Source: an optimization exercise on an open RTL-to-GDS flow (aim: small area, a short achievable clock period and few clock cycles per item). Production flows keep margins and buffers that such runs may drop. Function was not checked in any run shown here: the RTL went through the layout flow alone. Power is estimated from default activity; no workload was simulated.

### design.v
module ISR(reset,
           value,
           clock,
           result,
           done
);
  input wire reset;
  input wire [63:0] value;
  input wire clock;
  output wire [31:0] result;
  output wire done;
  reg  [59:0] d;       
  reg  [30:0] r;       
  reg  [31:0] q;       
  reg  [3:0]  cnt;     
  reg         fin;
  reg         lead;    
  wire [3:0] vt = value[63:60];
  reg  [1:0] q0;
  reg  [2:0] r0;
  wire [4:0] ge;
  assign ge[0] = 1'b1;
  assign ge[4] = 1'b0;
  assign ge[1] = vt >= 4'd1;
  assign ge[2] = vt >= 4'd4;
  assign ge[3] = vt >= 4'd9;
  integer kk;
  always @* begin
    q0 = 2'd0;
    r0 = 3'd0;
    for (kk = 1; kk < 4; kk = kk + 1)
      if (ge[kk]) q0 = kk;
    for (kk = 0; kk < 4; kk = kk + 1)
      if (ge[kk] & ~ge[kk + 1]) r0 = r0 | (vt[2:0] - kk * kk);
  end
  wire [29:0] qs = q[29:0];
  wire [34:0] x  = {r, d[59:56]};             
  wire [33:0] t1;
  prefix_add #(.W(34), .KIND(0)) u_t1(.a({1'b0, x[34:2]}), .b(~{2'b00, qs, 2'b01}), .ci(1'b1), .y(t1));
  wire        ge1 = ~t1[33];
  wire [35:0] t2a;
  prefix_add #(.W(36), .KIND(0)) u_t2a(.a({1'b0, x}), .b(~{3'b000, qs, 3'b001}), .ci(1'b1), .y(t2a));
  wire        ge2a = ~t2a[35];
  wire [35:0] m1 = {~{2'b00, qs}, 4'b1111};
  wire [35:0] m2 = {~{3'b000, qs}, 3'b000};
  wire [35:0] xe = {1'b0, x};
  wire [35:0] cs = xe ^ m1 ^ m2;
  wire [35:0] cc = (xe & m1) | (xe & m2) | (m1 & m2);
  wire [35:0] t2b;
  prefix_add #(.W(36), .KIND(0)) u_t2b(.a(cs), .b({cc[34:0], 1'b0}), .ci(1'b0), .y(t2b));
  wire        ge2b = ~t2b[35];
  wire        ge2 = ge1 ? ge2b : ge2a;
  wire [30:0] r1 = ge1 ? (ge2 ? t2b[30:0] : {t1[28:0], x[1:0]})
                       : (ge2 ? t2a[30:0] : x[30:0]);
  wire        skip = lead && (d[59:44] == 16'd0) && (cnt > 4'd4);
  always @(posedge clock) begin
    if (reset) begin
      d   <= value[59:0];
      r   <= {28'd0, r0};
      q   <= {30'd0, q0};
      cnt <= 4'd15;
      fin <= 1'b0;
      lead <= (vt == 4'd0);
    end else begin
      d   <= skip ? {d[43:0], 16'd0} : {d[55:0], 4'b0000};
      lead <= lead && (d[59:56] == 4'd0);
      r   <= r1;
      cnt <= cnt - (skip ? 4'd4 : 4'd1);
      if (!fin) begin
        q   <= {q[29:0], ge1, ge2};
        if (cnt == 4'd1) fin <= 1'b1;
      end
    end
  end
  assign result = q;
  assign done   = fin;
endmodule
module prefix_add #(parameter W = 8, parameter KIND = 0)
  (input wire [W-1:0] a, input wire [W-1:0] b, input wire ci,
   output wire [W-1:0] y);
  reg [W-1:0] g, p, pp;
  reg [W-1:0] gn, pn;
  reg [W:0]   c;
  integer i, j, l, s;
  localparam integer TOP = (W > 32) ? 32 : (W > 16) ? 16 : (W > 8) ? 8 :
                           (W > 4) ? 4 : (W > 2) ? 2 : 1;
  always @* begin
    for (i = 0; i < W; i = i + 1) begin
      g[i]  = a[i] & b[i];
      pp[i] = a[i] ^ b[i];
      p[i]  = pp[i];
    end
    g[0] = g[0] | (p[0] & ci);
    if (KIND == 0) begin
      for (l = 1; l < W; l = l * 2)
        for (j = 2 * l - 1; j < W; j = j + 2 * l) begin
          g[j] = g[j] | (p[j] & g[j - l]);
          p[j] = p[j] & p[j - l];
        end
      for (l = TOP / 2; l >= 1; l = l / 2)
        for (j = 3 * l - 1; j < W; j = j + 2 * l) begin
          g[j] = g[j] | (p[j] & g[j - l]);
          p[j] = p[j] & p[j - l];
        end
    end else if (KIND == 1) begin
      for (l = 1; l < W; l = l * 2) begin
        gn = g; pn = p;
        for (j = 0; j < W; j = j + 1)
          if ((j / l) % 2 == 1) begin
            s = (j / l) * l - 1;
            gn[j] = g[j] | (p[j] & g[s]);
            pn[j] = p[j] & p[s];
          end
        g = gn; p = pn;
      end
    end else if (KIND == 2) begin
      for (l = 1; l < W; l = l * 2) begin
        gn = g; pn = p;
        for (j = l; j < W; j = j + 1) begin
          gn[j] = g[j] | (p[j] & g[j - l]);
          pn[j] = p[j] & p[j - l];
        end
        g = gn; p = pn;
      end
    end else begin
      for (l = 1; l < W; l = l * 2) begin
        gn = g; pn = p;
        for (j = 1; j < W; j = j + 2)
          if (j - l >= 0) begin
            if (l == 1) begin
              gn[j] = g[j] | (p[j] & g[j - 1]);
              pn[j] = p[j] & p[j - 1];
            end else if (j - l >= 1) begin
              gn[j] = g[j] | (p[j] & g[j - l]);
              pn[j] = p[j] & p[j - l];
            end
          end
        g = gn; p = pn;
      end
      gn = g; pn = p;
      for (j = 2; j < W; j = j + 2) begin
        gn[j] = g[j] | (p[j] & g[j - 1]);
        pn[j] = p[j] & p[j - 1];
      end
      g = gn; p = pn;
    end
    c[0] = ci;
    for (i = 0; i < W; i = i + 1)
      c[i + 1] = g[i];
  end
  assign y = pp ^ c[W-1:0];
endmodule
### flow/run.sh
#!/bin/bash
bash standard.sh BUFFER_PORTS_ARGS="-buffer_cell sky130_fd_sc_hd__buf_1" SETUP_SLACK_MARGIN=6.5 ABC_AREA=1 CTS_BUF_LIST="sky130_fd_sc_hd__clkbuf_4 sky130_fd_sc_hd__clkbuf_8" finish > standard.log 2>&1
### standard.sh
#!/bin/bash
# synth_recipe.tcl (not shown) runs the flow's synth.tcl, then flattens the netlist and writes it again
# the make line also repeats each setting of config.mk as NAME=value (left out here)
make -C /OpenROAD-flow-scripts/flow DESIGN_CONFIG=/design/flow/config.mk WORK_HOME=/design/flow/orfs CLKGATE_MAP_FILE= SYNTH_SCRIPT=/design/flow/synth_recipe.tcl "${@:-finish}"
### config.mk
export PLATFORM = sky130hd
export DESIGN_NAME = ISR
export DESIGN_NICKNAME = ISR
export VERILOG_FILES = /design/flow/design.v
export SDC_FILE = /design/flow/constraint.sdc
export NUM_CORES = 4
export LEC_CHECK = 0
export CAP_MARGIN = 20
export CORE_MARGIN = 2
export CORE_UTILIZATION = 40
export PLACE_DENSITY = 0.6
export SLEW_MARGIN = 20
### constraint.sdc
create_clock -name core_clock -period 10.0 [get_ports {clock}]
set_input_delay 2.0000 -clock core_clock [delete_from_list [all_inputs] [get_ports {clock}]]
set_output_delay 2.0000 -clock core_clock [all_outputs]
set_load 0.01 [all_outputs]
==> results_dict.tcl, run 1 <==
set metrics [dict create \
    critical_path.slowest_cell "buf_6" \
    fillCellCount 2641 \
    critPathTopFamily "buffers and inverters" \
    synth_common_cells "nand2_1, inv_1, a21oi_1" \
    worst_pin_slew_ns 0.669 \
    die_h_um 164 \
    wl_met1_mm 12.8 \
    hold_viol 0 \
    muxShareOfSynthArea_pct 0 \
    drv_cap 0 \
    dr_wl_met3_mm 1.79 \
    clkLatencyLatePin_ns 0.47 \
    yosys.area.top_type "dfxtp_1" \
    crit_cells 2 \
    critPathBufInv 2 \
    synthAdderAreaFrac_pct 26.7 \
    cp_max_fo 59 \
    io_pins 99 \
    grt_overflow 0 \
    yosys.area_share.xor_xnor_pct 3.60 \
    grt_pass1_vias 8898 \
    worstPathArrival_ns 1.37 \
    dr_total_vias 9095 \
    synth_seq_area_share_pct 25.5 \
    synth_top_family_by_area "adder cells" \
    cts_tree "built" \
    grt_pass1_wl_mm 45.2 \
    first_iter_violations 574 \
    finalSetupTns_ns 0 \
    track_usage_pct 21.4 \
    start_util_pct 40.7 \
    synth_simple_gate_area_share_pct 21.5 \
    r2r_cells 17 \
    worstSetupPathType "flop to output port" \
    syn_nets 1595 \
    die_area_um2 26900 \
    clock_sinks 129 \
    top_layer "met4" \
    rsz0062_at_grt "no" \
    wire_per_inst_um 15.9 \
    synthArstFlopShare_pct 0 \
    fp.dieW_um 164 \
    slew_headroom_pct 55.4 \
    core_um2 25100 \
    leakagePower_nw 5.49 \
    synth_edf_count 2 \
    portBuffers 98 \
    power_density_nw_per_um2 369 \
    synth.most_common_cell "nand2_1" \
    drive_gt1_share_pct 7.60 \
    placed_cell_area_um2 10800 \
    clk_path_buf_depth 2 \
    grt_max_degree 74 \
    avgSynthCellArea_um2 7.56 \
    cp-start-kind "flop" \
    synth-compound-area-share_pct 13.9 \
    critPathRequiredTime_ns 8.00 \
    cp_cell_sequence "buf_6 > buf_1" \
    hold_class "flop to flop" \
    ys_ff_latch 129 \
    synth_top_area_share_pct 24.9 \
    antenna_left 0 \
    synth_area_leaders "dfxtp_1, fa_1, ha_1" \
    holdBufCountCts 0 \
    dr.pass1.iters 5 \
    num_rows 58 \
    max_freq_mhz 297 \
    drc 0 \
    status "finished clean" \
    yosys_warnings 3 \
    antenna_found_initial 0 \
    cts_max_level 4 \
    fin_crit_sh_pct 33.7 \
    fin_area_um2 11400 \
    routabilityCongestion 0.843 \
    syn_inst 1353 \
    dp.final_hpwl_mm 20.0 \
    clockRootBuffer "clkbuf_8" \
    min_path_cells 2 \
    avgViaCountPerCell 5.12 \
    max_stage_delay_ns 0.36 \
    nNetsFinal 1677 \
    drv_slew 0 \
    synth_cell_types 39 \
    cts-buffers-inserted 17 \
    synth_flop_cell "dfxtp_1" \
    finalSetupViolations 0 \
    area_growth_pct 11.7 \
    clk_pin_slew_ns 0.10 \
    end_kind "output port" \
    syn-cell-area_um2 10200 \
    antenna_cells 0 \
    wl_mm 28.2 \
    vdd_drop_max_mv 0.169 \
    fin_skew_ns 0.0232 \
    fin_crit_ns 3.37 \
    met2_length_mm 13.3 \
]
==> kinds of logic after synthesis <==
group / Yosys count
buffers and inverters: 228
and+or+nand+nor: 516
adders and majority gates: 176
xor gates and xnor gates: 42
AOI/OAI and AO/OA: 262
DFF: 129
==> worst register-to-register path, cell delays in order, from the launching register on <==
cell	delay, ns
dfxtp_1	0.42
inv_1	0.19
fa_1	0.51
ha_1	0.34
nand2_1	0.08
nor2_1	0.19
nand2_1	0.13
nor2_1	0.12
nand2_1	0.06
nand2_1	0.06
nand2_1	0.04
nand2_1	0.06
nand2_2	0.18
nand2_8	0.24
nand2_4	0.16
nand2_1	0.11
nand3_1	0.07
a21oi_1	0.26
==> cell type report <==
class                   count  area (um2)  area share, %
multi-input cells        1004        6870           60.1
flip-flops and latches    129        2620           22.9
inverters                 176         673           5.89
repair buffers            107         454           3.98
well taps                 330         413           3.62
clock buffers              17         234           2.05
clock inverters            15         158           1.38
==> worst paths after layout <==
check                           startpoint    end  slack, ns
worst min register to register        d[7]  d[11]       0.46
worst min-delay path                  d[7]  d[11]       0.46
worst max register to register       q[16]  r[18]       6.68
worst max-delay path                   fin   done       6.63
==> where the power goes <==
part           switching (mW)  internal (mW)
Clock                   0.272          0.188
Sequential              0.107          0.613
Combinational            1.91           1.12
Total                    2.29           1.92
==> layout by cell type, fill, tap and decap left out, types with 7 or more instances in the layout <==
master    count
a21o_1       16
a21oi_1     161
a31oi_1      13
buf_1        97
clkbuf_8     17
dfxtp_1     115
dfxtp_2      11
fa_1         70
ha_1        106
inv_1       154
inv_2        19
nand2_1     288
nand2_2       8
nand2_4      10
nand3_1     113
nor2_1       81
o21ai_0      53
xnor2_1       7
xor2_1       35
==> flip-flops by register name (all words and copies together) (netlist names) <==
signal	flops
lead	1
r	31
d	60
fin	1
cnt	4
q	32
==> routing by layer <==
layer,GRT usage [%],vias up
li1,-,4567
met1,28.2,4237
met2,35.9,263
met3,4.14,28
met4,5.54,0
met5,0,-
==> per-stage QoR <==
step                instances  hold WS [ns]  utilization [%]  total power [mW]  setup slack, ns
finish                   1778         0.464             45.5              4.21             6.63
global route             1778         0.483             45.5              4.66             6.48
CTS                      1770         0.459             44.9              4.08             6.53
detailed placement       1735         0.455             43.1              3.49             5.49
global placement         1735         0.451             43.1              3.46             5.61
floorplan                1353         0.444                -              2.91             6.92
==> repair_timing <==
action,CTS,global route
cloned,3,5
gates resized for setup,11,36
endpoints found under the setup margin,86,76
pin swaps,2,2
buffers inserted,0,3
==> run 2: changes to the inputs <==
--- a/design.v
+++ b/design.v
@@ -14,6 +14,7 @@
   reg  [31:0] q;       
   reg  [3:0]  cnt;     
   reg         fin;
+  reg         run;     
   reg         lead;    
   wire [3:0] vt = value[63:60];
   reg  [1:0] q0;
@@ -60,15 +61,19 @@
       q   <= {30'd0, q0};
       cnt <= 4'd15;
       fin <= 1'b0;
+      run <= 1'b1;
       lead <= (vt == 4'd0);
     end else begin
       d   <= skip ? {d[43:0], 16'd0} : {d[55:0], 4'b0000};
       lead <= lead && (d[59:56] == 4'd0);
       r   <= r1;
       cnt <= cnt - (skip ? 4'd4 : 4'd1);
-      if (!fin) begin
+      if (run) begin
         q   <= {q[29:0], ge1, ge2};
-        if (cnt == 4'd1) fin <= 1'b1;
+        if (cnt == 4'd1) begin
+          fin <= 1'b1;
+          run <= 1'b0;
+        end
       end
     end
   end
==> results_dict.tcl, run 2 <==
set metrics [dict create \
    timing.rr.start "q[0]" \
    fin_crit_sh_pct 33.2 \
    clk_pin_slew_ns 0.11 \
    drv_slew 0 \
    avgSynthCellArea_um2 7.58 \
    ys_ff_latch 130 \
    fin_crit_ns 3.32 \
    synth_common_cells "nand2_1, inv_1, a21oi_1" \
    area_growth_pct 11.3 \
    dr.pass1.iters 7 \
    slew_headroom_pct 44.0 \
    synth.most_common_cell "nand2_1" \
    reg_top3 "d x60, q x32, r x31" \
    pwr-share-seq_pct 17.2 \
    fin_skew_ns 0.0242 \
    synth_cell_types 37 \
    worstSetupPathType "flop to flop" \
    switching_share_pct 53.9 \
    synth_flop_cell "dfxtp_1" \
    grt_max_degree 83 \
    io_pins 99 \
    grt_pass1_wl_mm 44.7 \
    clk_path_buf_depth 2 \
    cp-start-kind "flop" \
    clock_sinks 130 \
    leakagePower_nw 5.53 \
    min_path_cells 2 \
    syn_inst 1365 \
    r2r_cells 17 \
    syn-cell-area_um2 10300 \
    grt_pass1_vias 8850 \
    core_um2 25300 \
    antenna_left 0 \
    die_area_um2 27200 \
    mostFrequentLayoutCell "nand2_1" \
    synthArstFlopShare_pct 0 \
    antenna_found_initial 0 \
    vdd_drop_max_mv 0.228 \
    synth_seq_area_share_pct 25.3 \
    critPathRequiredTime_ns 10.35 \
    internal-power_mw 1.95 \
    clkPwrFrac_pct 11.0 \
    max_freq_mhz 301 \
    die_h_um 165 \
    hold_viol 0 \
    combPwrFrac_pct 71.8 \
    worstPathArrival_ns 3.67 \
    synth_edf_count 2 \
    grt_overflow 0 \
    portBuffers 98 \
    track_usage_pct 21.1 \
    rsz0062_at_grt "yes" \
    first_iter_violations 583 \
    hold_class "flop to flop" \
    hp-start "d[6]" \
    power_density_nw_per_um2 368 \
    top_register "d" \
    num_rows 58 \
    drive_gt1_share_pct 9.22 \
    syn_nets 1607 \
    finalSetupTns_ns 0 \
    antenna_cells 0 \
    startpoint "q[0]" \
    cp_max_fo 5 \
    dr_total_vias 9054 \
    synth_area_leaders "dfxtp_1, fa_1, ha_1" \
    yosys_warnings 3 \
    yosys.area.top_type "dfxtp_1" \
    wire_per_inst_um 15.8 \
    routabilityCongestion 0.860 \
    clkLatencyLatePin_ns 0.48 \
    status "finished clean" \
    avgViaCountPerCell 5.08 \
    cts_max_level 4 \
    utilization_pct 45.6 \
    dp.final_hpwl_mm 20.6 \
    clockRootBuffer "clkbuf_8" \
    fp.dieW_um 165 \
    cts-buffers-inserted 17 \
    start_util_pct 41.0 \
    worst_pin_slew_ns 0.840 \
    drv_cap 0 \
    largest_register_ffs 60 \
    wl_mm 28.1 \
    cts_tree "built" \
    nNetsFinal 1683 \
    switchingPower_mw 2.28 \
    finalSetupViolations 0 \
    final_cell_mix "nand2_1, inv_1, a21oi_1, dfxtp_1, ha_1" \
    synth_top_area_share_pct 24.8 \
    drc 0 \
    end_kind "flop" \
]
## run 2: changes by cell type after synthesis, sizes merged, moves of 2 or more
cell / delta
a21o: -2
inv: +7
nand2: +7
nand4: -2
o21ai: +3
## run 2: kinds of logic after synthesis
family          count (synthesis)  share of synthesized area [%]
buf+inv                       236                           9.04
flops                         130                           25.3
xor+xnor                       42                           3.55
simple gates                  521                           21.9
fa+ha+maj                     176                           26.4
compound gates                260                           13.8
## run 2: power groups by stage
stage	logic [mW]	registers (mW)	clock network, mW
detailed placement	2.82	0.734	0
global placement	2.78	0.734	0
finish	3.04	0.728	0.464
CTS	2.88	0.724	0.475
floorplan	2.24	0.697	0
global route	3.43	0.740	0.497
## run 2: worst paths after layout
path              endpoint  slack, ns
hold reg to reg      d[10]       0.46
setup / recovery     r[27]       6.68
hold / removal       d[10]       0.46
setup reg to reg     r[27]       6.68
## run 2: routing by layer
metal	share of wire (%)	track usage (%)	wire (um)	vias up
met1	48	28.7	13500	4255
met2	46	34.1	13000	181
met5	0	0	0	-
li1	-	-	-	4574
met3	3.7	3.94	1050	44
met4	2.2	6.52	616	0
## run 2: critical path, cell delays in order, from the launching register on
cell	delay (ns)
edfxtp_1	0.47
inv_2	0.17
fa_1	0.46
ha_1	0.31
nand2_1	0.07
nor2_1	0.08
nand3_1	0.07
nand2_1	0.12
nand2_1	0.10
nand2_4	0.11
nand2_1	0.08
nand2_2	0.12
a31oi_1	0.12
fa_1	0.42
xor2_2	0.24
nand3_1	0.10
nand3_1	0.09
a21oi_1	0.07
## run 2: area by class of cell
class | instances | area [um2]
clock buffers | 17 | 234
flip-flops and latches | 130 | 2640
inverters | 182 | 693
multi-input cells | 1002 | 6910
repair buffers | 108 | 472
fillers | 2634 | 13700
well taps | 330 | 413
clock inverters | 15 | 155
## run 2: what timing repair did
action	4_1_cts	5_1_grt
gates cloned	1	2
buffers inserted	0	5
hold buffers	0	0
gates resized for setup	7	37
endpoints found under the setup margin	32	32
endpoints found under the hold margin	0	0
pin swaps	1	2
## run 2: metrics by stage
stage               power, mW  hold slack [ns]  setup WS (ns)  cells  area [um2]
floorplan                2.94            0.444           6.82   1365       10300
global placement         3.52            0.450           5.96   1744       10900
detailed placement       3.55            0.455           5.85   1744       10900
CTS                      4.08            0.464           6.49   1777       11400
global route             4.67            0.477           6.46   1784       11500
finish                   4.23            0.462           6.68   1784       11500
==> run 3: changes to the inputs <==
--- a/config.mk
+++ b/config.mk
@@ -5,8 +5,8 @@
 export SDC_FILE = /design/flow/constraint.sdc
 export NUM_CORES = 4
 export LEC_CHECK = 0
-export CAP_MARGIN = 20
+export CAP_MARGIN = 0
 export CORE_MARGIN = 2
 export CORE_UTILIZATION = 40
 export PLACE_DENSITY = 0.6
-export SLEW_MARGIN = 20
+export SLEW_MARGIN = 0
==> results_dict.tcl, run 3 <==
set metrics [dict create \
    status "finished clean" \
    hp-start "d[6]" \
    combPwrFrac_pct 71.8 \
    final_cell_mix "nand2_1, inv_1, a21oi_1, dfxtp_1, ha_1" \
    drive_gt1_share_pct 9.22 \
    hold_class "flop to flop" \
    critical_path.slowest_cell "buf_4" \
    synth_edf_count 2 \
    mostFrequentLayoutCell "nand2_1" \
    fin_skew_ns 0.0250 \
    vdd_drop_max_mv 0.228 \
    clkLatencyLatePin_ns 0.48 \
    cp_cell_sequence "clkbuf_4 > inv_2 > buf_4 > nand2_1" \
    grt_pass1_wl_mm 44.7 \
    fin_area_um2 11500 \
    die_h_um 165 \
    clk_pin_slew_ns 0.11 \
    cts_max_level 4 \
    cts_tree "built" \
    fp.dieW_um 165 \
    start_util_pct 41.0 \
    ys_ff_latch 130 \
    dp_cells 1744 \
    critPathBufInv 3 \
    synth_flop_cell "dfxtp_1" \
    max_stage_delay_ns 0.58 \
    clockRootBuffer "clkbuf_8" \
    syn-cell-area_um2 10300 \
    rsz0062_at_grt "yes" \
    startpoint "reset" \
    wire_per_inst_um 15.8 \
    io_pins 99 \
    syn_inst 1365 \
    top_register "d" \
    wl_mm 28.1 \
    max_freq_mhz 301 \
    portBuffers 98 \
    placed_cell_area_um2 10900 \
    reg2reg_slack_ns 6.68 \
    fin_crit_sh_pct 33.2 \
    critPathTopFamily "buffers and inverters" \
    dr_total_vias 9055 \
    nNetsFinal 1683 \
    hold_viol 0 \
    critPathRequiredTime_ns 10.20 \
    first_iter_violations 583 \
    dr.pass1.iters 7 \
    synth_seq_area_share_pct 25.3 \
    fin_crit_ns 3.32 \
    final_cells 1784 \
    finalSetupViolations 0 \
    reg_top3 "d x60, q x32, r x31" \
    yosys.area.top_type "dfxtp_1" \
    leakagePower_nw 5.53 \
    switchingPower_mw 2.28 \
    syn_nets 1607 \
    power_density_nw_per_um2 368 \
    synthArstFlopShare_pct 0 \
    cts-buffers-inserted 17 \
    pwr-share-seq_pct 17.2 \
    clock_sinks 130 \
    avgViaCountPerCell 5.08 \
    switching_share_pct 53.9 \
    antenna_left 0 \
    synth.most_common_cell "nand2_1" \
    clk_path_buf_depth 2 \
    grt_overflow 0 \
    worstPathArrival_ns 3.52 \
    antenna_cells 0 \
    end_kind "flop" \
    drv_cap 0 \
    drc 0 \
    drv_slew 0 \
    synth_common_cells "nand2_1, inv_1, a21oi_1" \
    track_usage_pct 21.1 \
    fillCellCount 2635 \
    dp.final_hpwl_mm 20.6 \
    routabilityCongestion 0.860 \
    core_um2 25300 \
    cp_max_fo 56 \
    die_area_um2 27200 \
    grt_max_degree 83 \
    area_growth_pct 11.3 \
    timing.rr.start "q[0]" \
    antenna_found_initial 0 \
    whs_ns 0.462 \
    internal-power_mw 1.95 \
    finalSetupTns_ns 0 \
    grt_pass1_vias 8850 \
    cp-start-kind "input pin" \
    synth_cell_types 37 \
    yosys_warnings 3 \
    synth_top_area_share_pct 24.8 \
    num_rows 58 \
    avgSynthCellArea_um2 7.58 \
    synth_area_leaders "dfxtp_1, fa_1, ha_1" \
    largest_register_ffs 60 \
    clkPwrFrac_pct 11.0 \
    slew_headroom_pct 28.2 \
    worst_pin_slew_ns 1.08 \
    worstSetupPathType "input pin to flop" \
]
-- run 3: cell types whose count changed in the layout (fill, tap and decap cells not counted) --
cell	previous run	this run
dfxtp_4	1	0
dfxtp_2	12	13
-- run 3: cell families after synthesis --
family	synth area share (%)
AOI/OAI and AO/OA	13.8
xor gates and xnor gates	3.55
adders and majority gates	26.4
buffers and inverters	9.04
DFF	25.3
and+or+nand+nor	21.9
-- run 3: cell type report --
type                    count  area (um2)  area share, %
clock buffers              17         234           2.03
flip-flops and latches    130        2640           22.9
clock inverters            15         155           1.35
repair buffers            108         472           4.10
inverters                 182         693           6.02
multi-input cells        1002        6910           60.0
well taps                 330         413           3.59
-- run 3: layer usage --
layer	up-vias	part of all wire, %	routed length (um)	global-route usage, %
li1	4573	-	-	-
met1	4258	48	13400	28.7
met2	180	46	13000	34.1
met3	44	3.7	1040	3.94
met4	0	2.2	616	6.52
met5	-	0	0	0
-- run 3: worst min-delay path, stage by stage, from the launching register on --
cell and delay [ns]:
dfxtp_1 0.32, nand3_1 0.07, nand2_1 0.04
-- run 3: power by group through the flow --
stage / Sequential [mW] / Clock, mW / Combinational, mW
6_report: 0.728 / 0.463 / 3.04
5_1_grt: 0.740 / 0.497 / 3.43
4_1_cts: 0.724 / 0.475 / 2.88
3_5_place_dp: 0.734 / 0 / 2.82
3_3_place_gp: 0.734 / 0 / 2.78
2_1_floorplan: 0.697 / 0 / 2.24
-- run 3: final timing paths --
check | end | cells past startpoint
max | q[1] | 4
min | d[10] | 2
max reg2reg | r[27] | 17
min reg2reg | d[10] | 2
-- run 3: per-stage QoR --
step           power [mW]  utilization, %  setup WS (ns)
3_3_place_gp         3.52            43.3           5.96
4_1_cts              4.08            45.0           6.49
5_1_grt              4.67            45.6           6.46
6_report             4.23            45.6           6.68
2_1_floorplan        2.94               -           6.82
3_5_place_dp         3.55            43.3           5.85
-- run 3: what timing repair did --
| item | CTS | global route |
|---|---|---|
| endpoints found under the setup margin | 32 | 32 |
| gates cloned | 1 | 2 |
| gates resized for setup | 7 | 37 |
| setup buffers | 0 | 5 |
| hold buffers | 0 | 0 |
| pin swaps | 1 | 2 |
==> run 4: changes to the inputs <==
--- a/design.v
+++ b/design.v
@@ -14,7 +14,6 @@
   reg  [31:0] q;       
   reg  [3:0]  cnt;     
   reg         fin;
-  reg         run;     
   reg         lead;    
   wire [3:0] vt = value[63:60];
   reg  [1:0] q0;
@@ -54,6 +53,7 @@
   wire [30:0] r1 = ge1 ? (ge2 ? t2b[30:0] : {t1[28:0], x[1:0]})
                        : (ge2 ? t2a[30:0] : x[30:0]);
   wire        skip = lead && (d[59:44] == 16'd0) && (cnt > 4'd4);
+  wire        skip2 = !skip && lead && (d[59:52] == 8'd0) && (cnt > 4'd2);
   always @(posedge clock) begin
     if (reset) begin
       d   <= value[59:0];
@@ -61,19 +61,15 @@
       q   <= {30'd0, q0};
       cnt <= 4'd15;
       fin <= 1'b0;
-      run <= 1'b1;
       lead <= (vt == 4'd0);
     end else begin
-      d   <= skip ? {d[43:0], 16'd0} : {d[55:0], 4'b0000};
+      d   <= skip ? {d[43:0], 16'd0} : skip2 ? {d[51:0], 8'd0} : {d[55:0], 4'b0000};
       lead <= lead && (d[59:56] == 4'd0);
       r   <= r1;
-      cnt <= cnt - (skip ? 4'd4 : 4'd1);
-      if (run) begin
+      cnt <= cnt - (skip ? 4'd4 : skip2 ? 4'd2 : 4'd1);
+      if (!fin) begin
         q   <= {q[29:0], ge1, ge2};
-        if (cnt == 4'd1) begin
-          fin <= 1'b1;
-          run <= 1'b0;
-        end
+        if (cnt == 4'd1) fin <= 1'b1;
       end
     end
   end
--- a/config.mk
+++ b/config.mk
@@ -5,8 +5,8 @@
 export SDC_FILE = /design/flow/constraint.sdc
 export NUM_CORES = 4
 export LEC_CHECK = 0
-export CAP_MARGIN = 0
+export CAP_MARGIN = 20
 export CORE_MARGIN = 2
 export CORE_UTILIZATION = 40
 export PLACE_DENSITY = 0.6
-export SLEW_MARGIN = 0
+export SLEW_MARGIN = 20
==> results_dict.tcl, run 4 <==
set metrics [dict create \
    status "finished clean" \
    clockRootBuffer "clkbuf_8" \
    reg_top3 "d x60, q x32, r x31" \
    clkLatencyLatePin_ns 0.48 \
    antenna_left 0 \
    nNetsFinal 1768 \
    synth_edf_count 2 \
    mostFrequentLayoutCell "nand2_1" \
    syn-cell-area_um2 10800 \
    leakagePower_nw 5.61 \
    placed_cell_area_um2 11400 \
    vdd_drop_max_mv 0.170 \
    synth_common_cells "nand2_1, inv_1, a21oi_1" \
    grt_pass1_vias 9480 \
    drive_gt1_share_pct 8.13 \
    fin_crit_sh_pct 33.4 \
    fin_area_um2 12000 \
    top_register "d" \
    wl_mm 29.4 \
    avgSynthCellArea_um2 7.48 \
    dr_total_vias 9629 \
    avgViaCountPerCell 5.13 \
    worstSetupPathType "flop to flop" \
    grt_pass1_wl_mm 48.4 \
    end_kind "flop" \
    hp-start "d[1]" \
    core_um2 26800 \
    track_usage_pct 21.2 \
    area_growth_pct 11.3 \
    antenna_found_initial 0 \
    cts_tree "built" \
    finalSetupViolations 0 \
    slew_headroom_pct 31.1 \
    drv_slew 0 \
    die_h_um 169 \
    utilization_pct 45.0 \
    synth_flop_cell "dfxtp_1" \
    fin_crit_ns 3.34 \
    timing.rr.start "q[3]" \
    routabilityCongestion 0.875 \
    drc 0 \
    grt_overflow 0 \
    grt_max_degree 117 \
    dr.pass1.iters 5 \
    antenna_cells 0 \
    synth_top_area_share_pct 23.5 \
    die_area_um2 28400 \
    start_util_pct 40.4 \
    startpoint "q[3]" \
    largest_register_ffs 60 \
    cts_max_level 4 \
    portBuffers 98 \
    yosys_warnings 3 \
    yosys.area.top_type "dfxtp_1" \
    holdBufCountCts 0 \
    synth.most_common_cell "nand2_1" \
    ys_ff_latch 129 \
    synth_cell_types 51 \
    syn_nets 1691 \
    worst_pin_slew_ns 1.03 \
    cts-buffers-inserted 17 \
    wire_per_inst_um 15.6 \
    worstPathArrival_ns 3.74 \
    finalSetupTns_ns 0 \
    max_freq_mhz 299 \
    num_rows 60 \
    rsz0062_at_grt "no" \
    final_cell_mix "nand2_1, inv_1, a21oi_1, dfxtp_1, ha_1" \
    io_pins 99 \
    hold_viol 0 \
    drv_cap 0 \
    hold_class "flop to flop" \
    power_density_nw_per_um2 340 \
    cp_max_fo 5 \
    clock_sinks 129 \
    dp.final_hpwl_mm 20.8 \
    fillCellCount 2737 \
    synth_area_leaders "dfxtp_1, fa_1, ha_1" \
    fp.dieW_um 169 \
    clk_pin_slew_ns 0.09 \
    synthArstFlopShare_pct 0 \
    synth_seq_area_share_pct 24.0 \
    first_iter_violations 555 \
    cp-start-kind "flop" \
    fin_skew_ns 0.0167 \
    syn_inst 1447 \
    critPathRequiredTime_ns 10.39 \
    clk_path_buf_depth 2 \
]
-- run 4: worst paths after layout --
path	to	slack, ns	depth (start not counted)
worst max-delay path	r[29]	6.66	18
worst min-delay path	d[5]	0.47	2
worst min register to register	d[5]	0.47	2
worst max register to register	r[29]	6.66	18
-- run 4: power by group --
group	switching, mW	internal (mW)	leakage, nW
Combinational	1.77	1.11	4.32
Sequential	0.115	0.612	1.08
Clock	0.282	0.215	0.212
Total	2.17	1.93	5.61
-- run 4: worst max-delay path: stages, from the launching register on --
cell	delay, ns
dfxtp_2	0.39
inv_2	0.09
fa_1	0.52
ha_1	0.36
nand2_1	0.10
inv_1	0.04
a21oi_1	0.16
nand2_2	0.11
nand2_1	0.10
nand2_2	0.12
nand2_1	0.10
nand2_2	0.09
nand2_1	0.08
nand2_1	0.08
fa_1	0.39
xnor2_1	0.15
nand2_1	0.07
nand3_1	0.09
a21oi_2	0.22
-- run 4: metal layers --
metal  wire [um]  part of all wire (%)  GRT usage, %
met1       13300                    45          28.3
met2       14000                    48          35.8
met3        1550                   5.3          3.27
met4         420                   1.4          5.58
met5           0                     0             0
-- run 4: cells by family after synthesis --
family / after synthesis / synth area share [%]
adder cells (fa/ha/maj): 178 / 25.5
flip-flops: 129 / 24.0
AND/OR/NAND/NOR: 488 / 20.2
AO/OA/AOI/OAI: 312 / 15.8
buffers and inverters: 297 / 11.0
XOR/XNOR: 43 / 3.48
-- run 4: final cells by class --
type	instances	area, um2	area share, %
Tap cell	341	427	3.54
Timing Repair Buffer	115	515	4.28
Multi-Input combinational cell	1025	7180	59.6
Inverter	236	898	7.46
Clock buffer	17	234	1.94
Sequential cell	129	2620	21.7
Clock inverter	15	184	1.53
-- run 4: what timing repair did --
item	4_1_cts	5_1_grt
buffers inserted	2	8
endpoints found under the hold margin	0	0
endpoints found under the setup margin	55	43
resized for setup	15	28
cloned	2	2
pin swaps	1	3
-- run 4: metrics by stage --
| step | cells | setup slack, ns | power, mW | hold WS [ns] |
|---|---|---|---|---|
| after floorplan | 1447 | 6.81 | 2.87 | 0.446 |
| after global placement | 1832 | 5.74 | 3.37 | 0.459 |
| after detailed placement | 1832 | 5.72 | 3.41 | 0.463 |
| after CTS | 1868 | 6.50 | 3.98 | 0.478 |
| after global routing | 1878 | 6.50 | 4.58 | 0.526 |
| final | 1878 | 6.66 | 4.10 | 0.470 |
==> run 5: changes to the inputs <==
--- a/design.v
+++ b/design.v
@@ -36,10 +36,10 @@
   wire [29:0] qs = q[29:0];
   wire [34:0] x  = {r, d[59:56]};             
   wire [33:0] t1;
-  prefix_add #(.W(34), .KIND(0)) u_t1(.a({1'b0, x[34:2]}), .b(~{2'b00, qs, 2'b01}), .ci(1'b1), .y(t1));
+  prefix_add #(.W(34), .KIND(1)) u_t1(.a({1'b0, x[34:2]}), .b(~{2'b00, qs, 2'b01}), .ci(1'b1), .y(t1));
   wire        ge1 = ~t1[33];
   wire [35:0] t2a;
-  prefix_add #(.W(36), .KIND(0)) u_t2a(.a({1'b0, x}), .b(~{3'b000, qs, 3'b001}), .ci(1'b1), .y(t2a));
+  prefix_add #(.W(36), .KIND(1)) u_t2a(.a({1'b0, x}), .b(~{3'b000, qs, 3'b001}), .ci(1'b1), .y(t2a));
   wire        ge2a = ~t2a[35];
   wire [35:0] m1 = {~{2'b00, qs}, 4'b1111};
   wire [35:0] m2 = {~{3'b000, qs}, 3'b000};
@@ -47,13 +47,12 @@
   wire [35:0] cs = xe ^ m1 ^ m2;
   wire [35:0] cc = (xe & m1) | (xe & m2) | (m1 & m2);
   wire [35:0] t2b;
-  prefix_add #(.W(36), .KIND(0)) u_t2b(.a(cs), .b({cc[34:0], 1'b0}), .ci(1'b0), .y(t2b));
+  prefix_add #(.W(36), .KIND(1)) u_t2b(.a(cs), .b({cc[34:0], 1'b0}), .ci(1'b0), .y(t2b));
   wire        ge2b = ~t2b[35];
   wire        ge2 = ge1 ? ge2b : ge2a;
   wire [30:0] r1 = ge1 ? (ge2 ? t2b[30:0] : {t1[28:0], x[1:0]})
                        : (ge2 ? t2a[30:0] : x[30:0]);
   wire        skip = lead && (d[59:44] == 16'd0) && (cnt > 4'd4);
-  wire        skip2 = !skip && lead && (d[59:52] == 8'd0) && (cnt > 4'd2);
   always @(posedge clock) begin
     if (reset) begin
       d   <= value[59:0];
@@ -63,10 +62,10 @@
       fin <= 1'b0;
       lead <= (vt == 4'd0);
     end else begin
-      d   <= skip ? {d[43:0], 16'd0} : skip2 ? {d[51:0], 8'd0} : {d[55:0], 4'b0000};
+      d   <= skip ? {d[43:0], 16'd0} : {d[55:0], 4'b0000};
       lead <= lead && (d[59:56] == 4'd0);
       r   <= r1;
-      cnt <= cnt - (skip ? 4'd4 : skip2 ? 4'd2 : 4'd1);
+      cnt <= cnt - (skip ? 4'd4 : 4'd1);
       if (!fin) begin
         q   <= {q[29:0], ge1, ge2};
         if (cnt == 4'd1) fin <= 1'b1;
==> results_dict.tcl, run 5 <==
set metrics [dict create \
    worstSetupPathType "flop to flop" \
    antenna_cells 0 \
    fin_ws_ns 6.69 \
    die_h_um 169 \
    cp_cell_sequence "buf_4 > fa_1 > inv_1 > ha_1 > nand2_1 > nor2_1 > nand3_1 > nand2_2 > nand2_1 > nand2_4 > nand2_1 > nand2_1 > nand2_4 > nand2_8 > nand2_8 > clkinvlp_4 > buf_4 > nand2_1 > o21ai_0 > inv_1" \
    avgSynthCellArea_um2 6.72 \
    fin_skew_ns 0.0245 \
    core_um2 26900 \
    area.sequential_um2 2610 \
    final_cell_mix "nand2_1, inv_1, a21oi_1, nand3_1, dfxtp_1" \
    grt_max_degree 72 \
    clockRootBuffer "clkbuf_8" \
    cts-buffers-inserted 17 \
    synth_area_leaders "dfxtp_1, nand2_1, ha_1" \
    nNetsFinal 1917 \
    clk_path_buf_depth 2 \
    syn_inst 1621 \
    worst_pin_slew_ns 0.801 \
    synth_top_area_share_pct 23.3 \
    largest_register_ffs 60 \
    clk_pin_slew_ns 0.11 \
    timing.rr.start "q[1]" \
    cts_max_level 4 \
    routabilityCongestion 0.850 \
    finalSetupViolations 0 \
    synth_cell_types 43 \
    first_iter_violations 712 \
    multiInputGateArea_um2 7280 \
    top_register "d" \
    critical_path.slowest_cell "fa_1" \
    drv_slew 0 \
    rsz0062_at_grt "yes" \
    fin_crit_ns 3.31 \
    grt_overflow 0 \
    wl_mm 30.0 \
    synth.most_common_cell "nand2_1" \
    whs_ns 0.445 \
    power_density_nw_per_um2 385 \
    worstPathArrival_ns 3.67 \
    synth_common_cells "nand2_1, inv_1, a21oi_1" \
    cpMostUsedCell "nand2_1" \
    status "finished clean" \
    antenna_found_initial 0 \
    synth_edf_count 2 \
    area_growth_pct 11.6 \
    start_util_pct 40.6 \
    clkLatencyLatePin_ns 0.47 \
    place_ws_ns 5.31 \
    drv_cap 0 \
    leakagePower_nw 6.05 \
    mostFrequentLayoutCell "nand2_1" \
    cp-start-kind "flop" \
    synth_flop_cell "dfxtp_1" \
    max_stage_delay_ns 0.55 \
    avgViaCountPerCell 5.15 \
    fin_crit_sh_pct 33.1 \
    track_usage_pct 21.0 \
    ys_ff_latch 129 \
    io_pins 99 \
    end_kind "flop" \
    vdd_drop_max_mv 0.156 \
    dp_cells 2010 \
    final_cells 2058 \
    finalSetupTns_ns 0 \
    max_freq_mhz 302 \
    cts_tree "built" \
    num_rows 60 \
    syn_nets 1834 \
    cp_max_fo 12 \
    hold_viol 0 \
    yosys_warnings 3 \
    slew_headroom_pct 46.6 \
    wire_per_inst_um 14.6 \
    fp.dieW_um 169 \
    yosys.area.top_type "dfxtp_1" \
    portBuffers 98 \
    die_area_um2 28600 \
    hp-start "d[21]" \
    syn-cell-area_um2 10900 \
    antenna_left 0 \
    drc 0 \
    startpoint "q[1]" \
    grt_pass1_vias 9805 \
    grt_pass1_wl_mm 48.6 \
    synth_seq_area_share_pct 23.9 \
    drive_gt1_share_pct 6.93 \
    dr.pass1.iters 5 \
    clock_sinks 129 \
    dr_total_vias 10604 \
    synthArstFlopShare_pct 0 \
    fillCellCount 2854 \
    dp.final_hpwl_mm 21.7 \
    hold_class "flop to flop" \
    critPathRequiredTime_ns 10.36 \
    reg_top3 "d x60, q x32, r x31" \
]
[run 5: cell count changes in the layout (fill, tap and decap cells not counted), sizes merged, moves of 9 or more]
cell / before / now
a21o: 10 / 1
a21oi: 146 / 203
fa: 71 / 41
inv: 245 / 235
nand2: 311 / 453
nand3: 84 / 127
nand3b: 3 / 14
nand4: 35 / 5
nor2: 44 / 109
o21ai: 123 / 59
[run 5: layout make-up]
class                           instances  area share, %
Clock inverter                         15           1.50
Clock buffer                           17           1.92
Inverter                              226           7.06
Tap cell                              341           3.51
Timing Repair Buffer                  117           4.68
Sequential cell                       129           21.5
Multi-Input combinational cell       1213           59.8
[run 5: stage by stage]
| stage | util, % | total power, mW | area, um2 |
|---|---|---|---|
| finish | 45.2 | 4.68 | 12200 |
| global route | 45.2 | 5.17 | 12200 |
| CTS | 44.7 | 4.52 | 12000 |
| detailed placement | 42.7 | 3.87 | 11500 |
| global placement | 42.6 | 3.85 | 11500 |
| floorplan | - | 3.24 | 10900 |
[run 5: logic make-up (layout without fill, tap and decap cells)]
group	Yosys count	in the layout	synth area share [%]
AO/OA/AOI/OAI	306	306	15.1
buffers and inverters	283	375	10.4
XOR/XNOR	37	37	2.97
flip-flops	129	129	23.9
adder cells (fa/ha/maj)	147	147	19.7
AND/OR/NAND/NOR	719	723	27.9
[run 5: report_power, final]
part / internal, mW / switching [mW] / total (mW)
Sequential: 0.612 / 0.107 / 0.719
Clock: 0.216 / 0.279 / 0.495
Combinational: 1.29 / 2.18 / 3.46
[run 5: worst paths after layout]
check / endpoint / slack (ns) / depth (start not counted)
min: d[25] / 0.44 / 2
max: r[0] / 6.69 / 20
max reg2reg: r[0] / 6.69 / 20
min reg2reg: d[25] / 0.44 / 2
[run 5: routing by layer]
layer / part of all wire [%] / track usage (%) / routed length, um / vias up
li1: - / - / - / 5412
met4: 0.82 / 4.53 / 245 / 0
met1: 49 / 30.4 / 14600 / 4872
met2: 44 / 32.8 / 13300 / 303
met5: 0 / 0 / 0 / -
met3: 6.4 / 3.48 / 1910 / 17
[run 5: timing repair]
item	CTS	global route
hold buffers	0	0
cloned	2	2
hold endpoints to repair	0	0
gates resized for setup	9	21
setup endpoints to repair	32	32
setup buffers	5	7
pin swaps	1	3
[run 5: worst max-delay path: cells and delay by family (launching register included)]
| family | cells | cell delay (ns) |
|---|---|---|
| buffers and inverters | 5 | 0.52 |
| and+or+nand+nor | 12 | 1.26 |
| AOI/OAI and AO/OA | 1 | 0.17 |
| DFF | 1 | 0.43 |
| adders and majority gates | 2 | 0.82 |
==> run 6: changes to the inputs <==
--- a/design.v
+++ b/design.v
@@ -36,10 +36,10 @@
   wire [29:0] qs = q[29:0];
   wire [34:0] x  = {r, d[59:56]};             
   wire [33:0] t1;
-  prefix_add #(.W(34), .KIND(1)) u_t1(.a({1'b0, x[34:2]}), .b(~{2'b00, qs, 2'b01}), .ci(1'b1), .y(t1));
+  prefix_add #(.W(34), .KIND(3)) u_t1(.a({1'b0, x[34:2]}), .b(~{2'b00, qs, 2'b01}), .ci(1'b1), .y(t1));
   wire        ge1 = ~t1[33];
   wire [35:0] t2a;
-  prefix_add #(.W(36), .KIND(1)) u_t2a(.a({1'b0, x}), .b(~{3'b000, qs, 3'b001}), .ci(1'b1), .y(t2a));
+  prefix_add #(.W(36), .KIND(3)) u_t2a(.a({1'b0, x}), .b(~{3'b000, qs, 3'b001}), .ci(1'b1), .y(t2a));
   wire        ge2a = ~t2a[35];
   wire [35:0] m1 = {~{2'b00, qs}, 4'b1111};
   wire [35:0] m2 = {~{3'b000, qs}, 3'b000};
@@ -47,7 +47,7 @@
   wire [35:0] cs = xe ^ m1 ^ m2;
   wire [35:0] cc = (xe & m1) | (xe & m2) | (m1 & m2);
   wire [35:0] t2b;
-  prefix_add #(.W(36), .KIND(1)) u_t2b(.a(cs), .b({cc[34:0], 1'b0}), .ci(1'b0), .y(t2b));
+  prefix_add #(.W(36), .KIND(3)) u_t2b(.a(cs), .b({cc[34:0], 1'b0}), .ci(1'b0), .y(t2b));
   wire        ge2b = ~t2b[35];
   wire        ge2 = ge1 ? ge2b : ge2a;
   wire [30:0] r1 = ge1 ? (ge2 ? t2b[30:0] : {t1[28:0], x[1:0]})
==> results_dict.tcl, run 6 <==
set metrics [dict create \
    status "finished clean" \
    wl_mm 30.9 \
    avgViaCountPerCell 5.30 \
    nNetsFinal 1693 \
    hold_class "flop to flop" \
    final_cell_mix "nand2_1, a21oi_1, inv_1, dfxtp_1, ha_1" \
    mostFrequentLayoutCell "nand2_1" \
    antenna_left 0 \
    worstPathArrival_ns 3.50 \
    reg_top3 "d x60, q x32, r x31" \
    first_iter_violations 704 \
    largest_register_ffs 60 \
    hp-start "d[18]" \
    fillCellCount 2538 \
    grt_pass1_wl_mm 48.6 \
    wire_per_inst_um 17.2 \
    timing.rr.start "r[6]" \
    syn-cell-area_um2 10300 \
    track_usage_pct 23.2 \
    p_total_mw 4.43 \
    worstSetupPathType "input pin to flop" \
    startpoint "reset" \
    hold_viol 0 \
    fp.dieW_um 165 \
    max_freq_mhz 298 \
    die_area_um2 27100 \
    cp-start-kind "input pin" \
    finalSetupTns_ns 0 \
    grt_pass1_vias 9150 \
    dp.final_hpwl_mm 21.9 \
    cts_max_level 4 \
    drive_gt1_share_pct 13.2 \
    clk_pin_slew_ns 0.11 \
    rsz0062_at_grt "yes" \
    drc 0 \
    clock_sinks 129 \
    synth_seq_area_share_pct 25.2 \
    leakagePower_nw 5.30 \
    power_density_nw_per_um2 373 \
    worst_pin_slew_ns 0.875 \
    dr_total_vias 9505 \
    clk_path_buf_depth 2 \
    yosys_warnings 3 \
    start_util_pct 40.9 \
    fin_crit_sh_pct 33.5 \
    num_rows 58 \
    core_um2 25300 \
    ys_ff_latch 129 \
    routabilityCongestion 0.863 \
    die_h_um 165 \
    cp_max_fo 84 \
    syn_inst 1347 \
    grt_overflow 0 \
    whs_ns 0.465 \
    synth_area_leaders "dfxtp_1, fa_1, ha_1" \
    area.sequential_um2 2650 \
    antenna_cells 0 \
    dr.pass1.iters 7 \
    io_pins 99 \
    synth_cell_types 45 \
    area_growth_pct 15.1 \
    avgSynthCellArea_um2 7.67 \
    fin_crit_ns 3.35 \
    antenna_found_initial 0 \
    critPathRequiredTime_ns 10.15 \
    fin_skew_ns 0.0221 \
    multiInputGateArea_um2 7150 \
    synth_edf_count 2 \
    synth_common_cells "nand2_1, a21oi_1, inv_1" \
    clockRootBuffer "clkbuf_8" \
    drv_slew 0 \
    cts_tree "built" \
    slew_headroom_pct 41.7 \
    holdBufCountCts 0 \
    end_kind "flop" \
    top_register "d" \
    synth_flop_cell "dfxtp_1" \
    clkLatencyLatePin_ns 0.47 \
    portBuffers 98 \
    yosys.area.top_type "dfxtp_1" \
    grt_max_degree 85 \
    drv_cap 0 \
    synth_top_area_share_pct 24.6 \
    cts-buffers-inserted 17 \
    finalSetupViolations 0 \
    synth.most_common_cell "nand2_1" \
    vdd_drop_max_mv 0.228 \
    syn_nets 1589 \
    synthArstFlopShare_pct 0 \
]
-- run 6: changes by cell type after synthesis, sizes merged, moves of 5 or more --
cell    before  now
a211oi       3   11
buf         27   18
fa          41   70
a21o         1    9
inv        225  159
nand3b      14    2
nor2       109   92
a21oi      203  192
o211ai       1    6
nand2      449  274
a31oi       19    8
o21ai       59  111
nand3      127   53
-- run 6: logic make-up after synthesis --
logic type               after synthesis  share of synthesized area, %
XOR/XNOR                              42                          3.56
buffers and inverters                209                          8.24
AO/OA/AOI/OAI                        350                          18.5
adder cells (fa/ha/maj)              176                          26.4
AND/OR/NAND/NOR                      441                          18.1
flip-flops                           129                          25.2
-- run 6: repair_timing --
item / CTS / global route
endpoints found under the setup margin: 32 / 34
gates cloned: 3 / 2
resized for setup: 61 / 57
buffers inserted: 11 / 17
pin swaps: 4 / 9
-- run 6: path summary, 6_finish.rpt --
kind | cells after the start | slack (ns) | to
min | 2 | 0.47 | d[22]
max | 4 | 6.65 | q[1]
min reg2reg | 2 | 0.47 | d[22]
max reg2reg | 15 | 6.66 | r[29]
-- run 6: cell type report --
cell class	instances	area share (%)
clock buffer	17	1.97
clock inverter	15	1.50
inverter	159	5.23
multi-input combinational	1013	60.2
sequential	129	22.3
tap	330	3.48
timing repair buffer	130	5.26
timing repair inverter	1	0.0421
-- run 6: per-layer routing --
metal	share of wire [%]	vias to the layer above	track usage, %
met3	5.3	66	3.37
met4	2.6	0	7.67
met2	48	286	38.7
met1	44	4492	30.8
li1	-	4661	-
met5	0	-	0
-- run 6: power by group --
| group | switching [mW] | total (mW) | internal (mW) |
|---|---|---|---|
| registers | 0.119 | 0.733 | 0.614 |
| clock network | 0.278 | 0.493 | 0.215 |
| logic | 1.99 | 3.20 | 1.22 |
| total | 2.38 | 4.43 | 2.04 |
-- run 6: worst max-delay path: stages --
cell,delay [ns]
clkbuf_4,0.35
inv_2,0.13
buf_4,0.69
nand2_1,0.29
-- run 6: per-stage QoR --
step | instances | util [%] | worst slack (ns) | cell area [um2]
6_report | 1794 | 47.0 | 6.65 | 11900
5_1_grt | 1794 | 47.0 | 6.47 | 11900
4_1_cts | 1775 | 45.8 | 6.52 | 11600
3_5_place_dp | 1729 | 43.2 | 5.93 | 10900
3_3_place_gp | 1729 | 43.2 | 5.95 | 10900
2_1_floorplan | 1347 | - | 6.57 | 10300
==> run 7: changes to the inputs <==
--- a/design.v
+++ b/design.v
@@ -9,37 +9,48 @@
   input wire clock;
   output wire [31:0] result;
   output wire done;
-  reg  [59:0] d;       
+  reg  [55:0] d;       
   reg  [30:0] r;       
   reg  [31:0] q;       
   reg  [3:0]  cnt;     
   reg         fin;
-  reg         lead;    
-  wire [3:0] vt = value[63:60];
-  reg  [1:0] q0;
-  reg  [2:0] r0;
-  wire [4:0] ge;
+  wire [7:0] vt = value[63:56];
+  reg  [3:0] q0;
+  reg  [4:0] r0;
+  wire [16:0] ge;
   assign ge[0] = 1'b1;
-  assign ge[4] = 1'b0;
-  assign ge[1] = vt >= 4'd1;
-  assign ge[2] = vt >= 4'd4;
-  assign ge[3] = vt >= 4'd9;
+  assign ge[16] = 1'b0;
+  assign ge[1] = vt >= 8'd1;
+  assign ge[2] = vt >= 8'd4;
+  assign ge[3] = vt >= 8'd9;
+  assign ge[4] = vt >= 8'd16;
+  assign ge[5] = vt >= 8'd25;
+  assign ge[6] = vt >= 8'd36;
+  assign ge[7] = vt >= 8'd49;
+  assign ge[8] = vt >= 8'd64;
+  assign ge[9] = vt >= 8'd81;
+  assign ge[10] = vt >= 8'd100;
+  assign ge[11] = vt >= 8'd121;
+  assign ge[12] = vt >= 8'd144;
+  assign ge[13] = vt >= 8'd169;
+  assign ge[14] = vt >= 8'd196;
+  assign ge[15] = vt >= 8'd225;
   integer kk;
   always @* begin
-    q0 = 2'd0;
-    r0 = 3'd0;
-    for (kk = 1; kk < 4; kk = kk + 1)
+    q0 = 4'd0;
+    r0 = 5'd0;
+    for (kk = 1; kk < 16; kk = kk + 1)
       if (ge[kk]) q0 = kk;
-    for (kk = 0; kk < 4; kk = kk + 1)
-      if (ge[kk] & ~ge[kk + 1]) r0 = r0 | (vt[2:0] - kk * kk);
+    for (kk = 0; kk < 16; kk = kk + 1)
+      if (ge[kk] & ~ge[kk + 1]) r0 = r0 | (vt[4:0] - kk * kk);
   end
   wire [29:0] qs = q[29:0];
-  wire [34:0] x  = {r, d[59:56]};             
+  wire [34:0] x  = {r, d[55:52]};             
   wire [33:0] t1;
-  prefix_add #(.W(34), .KIND(3)) u_t1(.a({1'b0, x[34:2]}), .b(~{2'b00, qs, 2'b01}), .ci(1'b1), .y(t1));
+  prefix_add #(.W(34), .KIND(0)) u_t1(.a({1'b0, x[34:2]}), .b(~{2'b00, qs, 2'b01}), .ci(1'b1), .y(t1));
   wire        ge1 = ~t1[33];
   wire [35:0] t2a;
-  prefix_add #(.W(36), .KIND(3)) u_t2a(.a({1'b0, x}), .b(~{3'b000, qs, 3'b001}), .ci(1'b1), .y(t2a));
+  prefix_add #(.W(36), .KIND(0)) u_t2a(.a({1'b0, x}), .b(~{3'b000, qs, 3'b001}), .ci(1'b1), .y(t2a));
   wire        ge2a = ~t2a[35];
   wire [35:0] m1 = {~{2'b00, qs}, 4'b1111};
   wire [35:0] m2 = {~{3'b000, qs}, 3'b000};
@@ -47,25 +58,22 @@
   wire [35:0] cs = xe ^ m1 ^ m2;
   wire [35:0] cc = (xe & m1) | (xe & m2) | (m1 & m2);
   wire [35:0] t2b;
-  prefix_add #(.W(36), .KIND(3)) u_t2b(.a(cs), .b({cc[34:0], 1'b0}), .ci(1'b0), .y(t2b));
+  prefix_add #(.W(36), .KIND(0)) u_t2b(.a(cs), .b({cc[34:0], 1'b0}), .ci(1'b0), .y(t2b));
   wire        ge2b = ~t2b[35];
   wire        ge2 = ge1 ? ge2b : ge2a;
   wire [30:0] r1 = ge1 ? (ge2 ? t2b[30:0] : {t1[28:0], x[1:0]})
                        : (ge2 ? t2a[30:0] : x[30:0]);
-  wire        skip = lead && (d[59:44] == 16'd0) && (cnt > 4'd4);
   always @(posedge clock) begin
     if (reset) begin
-      d   <= value[59:0];
-      r   <= {28'd0, r0};
-      q   <= {30'd0, q0};
-      cnt <= 4'd15;
+      d   <= value[55:0];
+      r   <= {26'd0, r0};
+      q   <= {28'd0, q0};
+      cnt <= 4'd14;
       fin <= 1'b0;
-      lead <= (vt == 4'd0);
     end else begin
-      d   <= skip ? {d[43:0], 16'd0} : {d[55:0], 4'b0000};
-      lead <= lead && (d[59:56] == 4'd0);
+      d   <= {d[51:0], 4'b0000};
       r   <= r1;
-      cnt <= cnt - (skip ? 4'd4 : 4'd1);
+      cnt <= cnt - 4'd1;
       if (!fin) begin
         q   <= {q[29:0], ge1, ge2};
         if (cnt == 4'd1) fin <= 1'b1;
==> results_dict.tcl, run 7 <==
set metrics [dict create \
    worst_pin_slew_ns 0.943 \
    die_h_um 163 \
    dp.final_hpwl_mm 19.0 \
    top_layer "met5" \
    antenna_found_initial 1 \
    wl_met1_mm 12.3 \
    track_usage_pct 20.4 \
    fp.dieW_um 163 \
    syn_nets 1595 \
    finalSetupTns_ns 0 \
    fin_area_um2 11500 \
    fin_skew_ns 0.0127 \
    nNetsFinal 1688 \
    critPathRequiredTime_ns 10.34 \
    clk_pin_slew_ns 0.08 \
    portBuffers 98 \
    synthAdderAreaFrac_pct 27.3 \
    end_kind "flop" \
    place_ws_ns 5.20 \
    synth_top_area_share_pct 23.7 \
    met2_length_mm 12.3 \
    synth_top_family_by_area "adder cells" \
    synth_edf_count 4 \
    fillCellCount 2585 \
    muxShareOfSynthArea_pct 0 \
    largest_register_ffs 56 \
    combPwrFrac_pct 72.4 \
    avgViaCountPerCell 4.93 \
    holdBufCountCts 0 \
    timing.rr.start "q[24]" \
    synth_simple_gate_area_share_pct 22.1 \
    start_util_pct 40.5 \
    rsz0062_at_grt "yes" \
    max_freq_mhz 299 \
    area_growth_pct 13.7 \
    fin_crit_ns 3.35 \
    wl_mm 26.4 \
    dr.pass1.iters 4 \
    ys_ff_latch 124 \
    hp-start "d[21]" \
    min_to "d[25]" \
    synthArstFlopShare_pct 0 \
    clockRootBuffer "clkbuf_8" \
    io_pins 99 \
    p_total_mw 4.12 \
    yosys_warnings 3 \
    reg_top3 "d x56, q x32, r x31" \
    syn_inst 1350 \
    clock_sinks 124 \
    final_cell_mix "nand2_1, inv_1, dfxtp_1, ha_1, buf_1" \
    slew_headroom_pct 37.1 \
    cts_max_level 4 \
    cp_cell_sequence "clkbuf_2 > inv_2 > ha_1 > inv_1 > nand2_2 > nand3_1 > inv_2 > nand2_1 > nand3_1 > inv_1 > a21oi_2 > nor2_1 > a211oi_2 > o2111ai_2 > nand2_1 > nand2_1" \
    dr_wl_met3_mm 1.55 \
    cp-start-kind "input pin" \
    final_cells 1786 \
    synth_area_leaders "dfxtp_1, nand2_1, fa_1" \
    switchingPower_mw 2.13 \
    placed_cell_area_um2 10700 \
    cts-buffers-inserted 17 \
    critPathTopFamily "simple AND/OR/NAND/NOR gates" \
    r2r_cells 16 \
    yosys.area.top_type "dfxtp_1" \
    mostFrequentLayoutCell "nand2_1" \
    power_density_nw_per_um2 357 \
    internal-power_mw 1.99 \
    antenna_left 0 \
    wire_per_inst_um 14.8 \
    drv_slew 0 \
    drive_gt1_share_pct 11.0 \
    min_path_cells 2 \
    rr_endpoint "r[23]" \
    routabilityCongestion 0.850 \
    synth_seq_area_share_pct 24.9 \
    fin_crit_sh_pct 33.5 \
    dr_total_vias 8805 \
    max_stage_delay_ns 0.23 \
    antenna_cells 0 \
    clkLatencyLatePin_ns 0.45 \
    critical_path.slowest_cell "a211oi_2" \
    top_register "d" \
    worstPathArrival_ns 3.69 \
    hold_class "flop to flop" \
    status "finished clean" \
    cts_tree "built" \
    clk_path_buf_depth 2 \
    grt_pass1_vias 8516 \
    synth-compound-area-share_pct 13.3 \
    switching_share_pct 51.7 \
    pwr-share-seq_pct 17.0 \
    finalSetupViolations 0 \
    grt_pass1_wl_mm 43.2 \
    clkPwrFrac_pct 10.6 \
    worstSetupPathType "input pin to flop" \
    synth_cell_types 41 \
    syn-cell-area_um2 10100 \
    first_iter_violations 489 \
    synth_common_cells "nand2_1, inv_1, dfxtp_1" \
    avgSynthCellArea_um2 7.50 \
    grt_overflow 0 \
    fin_ws_ns 6.65 \
    hold_viol 0 \
    num_rows 58 \
    drv_cap 0 \
    vdd_drop_max_mv 0.195 \
    dp_cells 1737 \
    drc 0 \
    synth_flop_cell "dfxtp_1" \
    core_um2 25000 \
    cp_max_fo 4 \
    reg2reg_slack_ns 6.72 \
    cpMostUsedCell "nand2_1" \
    yosys.area_share.xor_xnor_pct 3.80 \
    die_area_um2 26600 \
    grt_max_degree 92 \
    leakagePower_nw 5.46 \
    synth.most_common_cell "nand2_1" \
    critPathBufInv 5 \
]
run 7: cell types whose count changed in the layout (fill, tap and decap cells not counted), moves of 12 or more:
cell / previous run / this run
buf_4: 31 / 13
o21a_1: 4 / 16
inv_1: 128 / 147
nor2_1: 85 / 42
xnor2_1: 14 / 26
nand2_1: 266 / 406
a21oi_1: 180 / 92
o21ai_0: 74 / 52
nand3_1: 48 / 64
run 7: repair_timing:
action                     CTS  global route
setup endpoints to repair   32            33
gates cloned                 4             2
gates resized for setup     22            73
pin swaps                    3            11
setup buffers                5             6
run 7: power groups by stage:
stage / clock network [mW] / logic [mW] / registers (mW)
global route: 0.472 / 3.39 / 0.709
CTS: 0.451 / 2.86 / 0.695
detailed placement: 0 / 2.70 / 0.712
floorplan: 0 / 2.17 / 0.673
finish: 0.436 / 2.98 / 0.699
global placement: 0 / 2.68 / 0.712
run 7: cell type report:
cell class / count / area, um2 / share of cell area, %
multi-input combinational: 1014 / 7010 / 60.9
sequential: 124 / 2540 / 22.1
inverter: 173 / 658 / 5.71
timing repair buffer: 113 / 508 / 4.41
tap: 330 / 413 / 3.59
clock buffer: 20 / 269 / 2.34
clock inverter: 12 / 114 / 0.989
run 7: worst max-delay path by stage:
stage                     cells past startpoint  slack, ns  endpoint  startpoint
final                                        16       6.65      r[4]   value[56]
after global routing                         14       6.49      r[3]   value[57]
after CTS                                    18       6.49     r[23]       q[10]
after detailed placement                     18       5.20      r[4]        q[1]
after global placement                       18       5.28      r[4]        q[3]
after floorplan                              14       6.53      r[1]   value[58]
run 7: metal layers:
| metal | up-vias | track usage [%] |
|---|---|---|
| li1 | 4532 | - |
| met1 | 4061 | 26.8 |
| met2 | 186 | 34.0 |
| met3 | 24 | 4.93 |
| met4 | 2 | 4.63 |
| met5 | - | 0 |
run 7: cell families after synthesis:
| group | Yosys count |
|---|---|
| compound gates | 231 |
| fa+ha+maj | 179 |
| xor+xnor | 44 |
| simple gates | 554 |
| flops | 124 |
| buf+inv | 218 |
run 7: stage by stage:
step                      utilization [%]  hold slack [ns]
after floorplan                         -            0.396
after global placement               42.8            0.399
after detailed placement             42.8            0.403
after CTS                            45.0            0.424
after global routing                 46.0            0.440
final                                46.0            0.419
run 7: worst register-to-register path, delay by kind of cell (launching register included):
kind / cells / cell delay (ns)
and+or+nand+nor: 11 / 1.32
adders and majority gates: 2 / 0.86
DFF: 1 / 0.43
AOI/OAI and AO/OA: 2 / 0.31
buffers and inverters: 1 / 0.18

afterwards: timing with drivers on the ports:
How much do the figures lean on ideal ports? The routed layouts below were timed once more, with nothing changed but the port constraints.
Step 1, drivers: a clkbuf_16 drives clock and a buf_2 each remaining input, both assumed.
Step 2 also shifts input and output timing later by t, the mid clock arrival at the registers, as if the neighbouring blocks saw the same clock.
Slacks: ideal / step 1 / step 2; pairs: ideal / step 1.
run	t (ns)	setup slack, ns	hold slack, ns	worst setup path at the end
run 1	0.499	6.633 / 6.592 / 6.249	0.464 / 0.464 / 0.464	input to register
run 2	0.512	6.681 / 6.681 / 6.191	0.462 / 0.462 / 0.462	input to register
run 3	0.510	6.680 / 6.683 / 6.191	0.462 / 0.462 / 0.462	input to register
run 4	0.518	6.655 / 6.655 / 6.303	0.470 / 0.470 / 0.470	input to register
run 5	0.502	6.685 / 6.685 / 6.494	0.445 / 0.445 / 0.445	input to register
run 6	0.505	6.648 / 6.664 / 6.169	0.465 / 0.465 / 0.465	input to register
run 7	0.485	6.654 / 6.664 / 6.179	0.419 / 0.419 / 0.419	input to register
After both steps every run listed still meets setup and hold. The setup slack of run 2, which loses most, moves by 0.000 ns with the drivers and by -0.490 ns with both steps.
